Background: an optimization exercise with open tools, aiming at small area, a short achievable clock period and few clock cycles. Do not read the settings as production practice. The RTL was checked by simulation tests, not by an equivalence proof against the original design. No activity file was given, so power comes from the tool's default toggle rates.

== lane 1 ==
Design CPU_RV32I, start of the top module:
module CPU_RV32I (
    input  logic        clk,
    input  logic        reset,
    input  logic [31:0] instrCode,
    output logic [31:0] instrMemAddr,
    output logic        busWe,
    output logic [31:0] busAddr,
    output logic [31:0] busWData,
    input  logic [31:0] busRData,
    output logic        transfer,
    input  logic        ready
);
    logic [31:0] pc;
    logic [31:0] id_a, id_b, id_c;
    logic        id_cin, id_predTaken, id_wr, id_isL, id_isS, id_isB, id_isJALR, id_link, id_sra;
    logic        id_fwdA, id_fwdB, id_fwdC;
    logic [ 2:0] id_op;
    logic [31:0] id_nextPc;
    logic        id_hazard;
    logic        ex_valid;
    logic [31:0] ex_a, ex_b, ex_c;
    logic        ex_cin, ex_predTaken, ex_wr, ex_isL, ex_isS, ex_isB, ex_isJALR, ex_link, ex_sra;
    logic        ex_fwdA, ex_fwdB, ex_fwdC;
    logic [ 2:0] ex_op, ex_f3;
    logic [ 4:0] ex_rd;
    logic [31:0] ex_result, ex_target, ex_data;
    logic        ex_redirect;
    logic        m_valid, m_transfer, m_wr, m_isL, m_isS;
    logic [31:0] m_result, m_data;
    logic [ 4:0] m_rd;
    logic [31:0] m_wb;
    logic        stall, rf_we;
    assign stall = m_transfer & ~ready;
    assign m_wb  = m_isL ? busRData : m_result;
    assign rf_we = m_valid & m_wr & ~stall;
    ControlUnit U_ControlUnit (
        .clk        (clk),
        .instrCode  (instrCode),
        .pc         (pc),
        .ex_fwdEn   (ex_valid & ex_wr),
        .ex_isL     (ex_isL),
        .ex_rd      (ex_rd),
        .m_fwdEn    (m_valid & m_wr),
        .m_rd       (m_rd),
        .m_wb       (m_wb),
        .rf_we      (rf_we),
        .a          (id_a),
        .b          (id_b),
        .c          (id_c),
        .fwdA       (id_fwdA),
        .fwdB       (id_fwdB),
        .fwdC       (id_fwdC),
        .cin        (id_cin),
        .op         (id_op),
        .sra        (id_sra),
        .predTaken  (id_predTaken),
        .wr         (id_wr),
        .isL        (id_isL),
        .isS        (id_isS),
        .isB        (id_isB),
        .isJALR     (id_isJALR),
        .link       (id_link),
        .hazard     (id_hazard),
        .nextPc     (id_nextPc)
    );
    always_ff @(posedge clk, posedge reset) begin
        if (reset) begin
            pc         <= 32'd0;
  ...
Settings: LEC_CHECK=0, CAP_MARGIN=20, CORE_MARGIN=2, CORE_UTILIZATION=45, CTS_CLUSTER_DIAMETER=150, CTS_CLUSTER_SIZE=20, PLACE_DENSITY=0.7, SLEW_MARGIN=20; clock period 10.0 ns.
standard.sh (not shown) runs the stock make flow with config.mk's settings and CLKGATE_MAP_FILE= SYNTH_SCRIPT=/design/flow/synth_recipe.tcl, a recipe that flattens the netlist after the stock synthesis.
==> flow/flow/run.sh <==
#!/bin/bash
set -euo pipefail
bash standard.sh SETUP_SLACK_MARGIN=5.5 finish > flow_make.log 2>&1
Lane 1: done, clean on timing, DRC and antenna
Testbench counts of lane 1, summed over its fixed seeds: cycles 27,384.
The inputs of lane 2 differ from those of lane 1 as listed below.
Settings: a change of PLACE_DENSITY from 0.7 to 0.6.
==> flow/flow/run.sh <==
#!/bin/bash
set -euo pipefail
bash standard.sh SETUP_SLACK_MARGIN=5.5 "BUFFER_PORTS_ARGS=-buffer_cell sky130_fd_sc_hd__buf_2" finish > flow_make.log 2>&1
Results
Looking at end point of the critical path, the ex_b[18] result is from lane 1; the ex_b[19] one comes from lane 2. Between lane 1 and lane 2, the clock power share is lower for lane 1. Lane 2 finished end to end and its layout was clean on timing, DRC and antenna. Lane 2: routed metal-1 wirelength is 3.9% higher than what lane 1 reported. Proportion of cell area occupied by registers (lane 2 over lane 1): increase, 1.5 points. Post-layout total power of lane 2 falls short of that of lane 1 slightly. Across both runs, standby leakage power was lower for lane 2 than for lane 1. Max wire length across lane 1 and lane 2: lane 1. Lower area growth from synthesis to final layout was reported by lane 2, not lane 1. Reported for lane 1 and lane 2, residual antenna-violating net count after detailed routing turned out identical to the last digit. [compare] base=lane 1 new=lane 2: global routing met1 resource utilization increased 1.4 points, layout buffer count excluding clock buffers lost 64, number of cells on the critical path went down 1.
What lane 3 does differently from lane 2 at the input level:
==> flow/flow/run.sh <==
#!/bin/bash
set -euo pipefail
bash standard.sh SETUP_SLACK_MARGIN=5.5 finish > flow_make.log 2>&1
Notes after the runs:
- Lane 3 against lane 2: routed via count divided by cell count fell 0.070; clock skew moved up; share of the final layout cell area in sequential cells fell 1.8 points.
- Between lane 3 and lane 2, the met2 global-route usage is lower for lane 2.
- Compared lane 3 vs lane 2, and via count is up in lane 3.
- Lower maximum fanout encountered on the critical timing path among lane 3 and lane 2: lane 2
- Diff lane 2..lane 3 | count of clock tree sinks | unchanged
- Comparing lane 3 and lane 2, the lower detailed-routing wirelength on met1 was measured on lane 2.
- Lower internal cell power among lane 3 and lane 2: lane 2
- Lower average detailed-routed wire length per instance was reported by lane 3, not lane 2.
- For lane 3, the capture point of the worst path was ex_a[18], unlike lane 2, where it was ex_b[19].
Inputs modified between lane 3 and lane 4:
Settings: SETUP_SLACK_MARGIN now 5, previously not set.
==> flow/run.sh (new file) <==
#!/bin/bash
# synth_recipe.tcl (not shown) runs the flow's synth.tcl, then flattens the netlist and writes it again
# the make line also repeats each setting of config.mk as NAME=value (left out here)
make -C /OpenROAD-flow-scripts/flow DESIGN_CONFIG=/design/flow/config.mk WORK_HOME=/design/flow/orfs CLKGATE_MAP_FILE= SYNTH_SCRIPT=/design/flow/synth_recipe.tcl finish
removed: flow/flow/run.sh
removed: flow/standard.sh
## What came out
- Between lane 4 and lane 3, it is lane 4 whose antenna diode count is lower, by 1.
- Comparing post-detailed-route via-to-cell ratio for lane 4 and lane 3, the bigger number came from lane 3.
- Lane 4 ended with less aggregate global-route resource usage than lane 3.
- Of lane 4 and lane 3, lane 3 shows the lower instance count on the critical path, with lane 4 above it.
- Going from lane 3 to lane 4, share of total power in combinational logic decreased by 2.2 points relative to the old numbers, placed cell area closely matched the old numbers.
- The required time at the endpoint of the critical path of lane 4 is higher than that of lane 3.
- On minimum clock period, lane 3 beats lane 4.
- Against lane 3, lane 4 reports a non-clock buffer count that is lower.

-- static timing again, ports no longer ideal --
No port has a modelled driver above. Below, the same layouts with a new extraction and two added sets of constraints.
Step 1 sets driving cells, clkbuf_16 on the clock port and buf_2 on the other inputs (assumed; they add their load-dependent delay and slew).
Step 2 also shifts input and output timing later by t, the mid clock arrival at the registers, as if the neighbouring blocks saw the same clock.
Three values: no drivers, after step 1, after step 2; two values: the first two.
run | t, ns | slack for setup (ns) | worst setup path at the end | latest minus earliest clock arrival (ns)
lane 1 | 0.843 | 5.282 / 5.349 / 4.506 | input to register | 0.042 / 0.043
lane 2 | 0.787 | 5.232 / 5.217 / 4.430 | input to register | 0.054 / 0.054
lane 3 | 0.809 | 5.261 / 5.327 / 4.517 | input to register | 0.069 / 0.069
lane 4 | 0.800 | 4.807 / 4.858 / 4.058 | input to register | 0.036 / 0.036
After both steps setup and hold are still met in every run listed. For lane 2, which loses most, drivers alone change the setup slack by -0.015 ns; drivers and shift together by -0.802 ns.
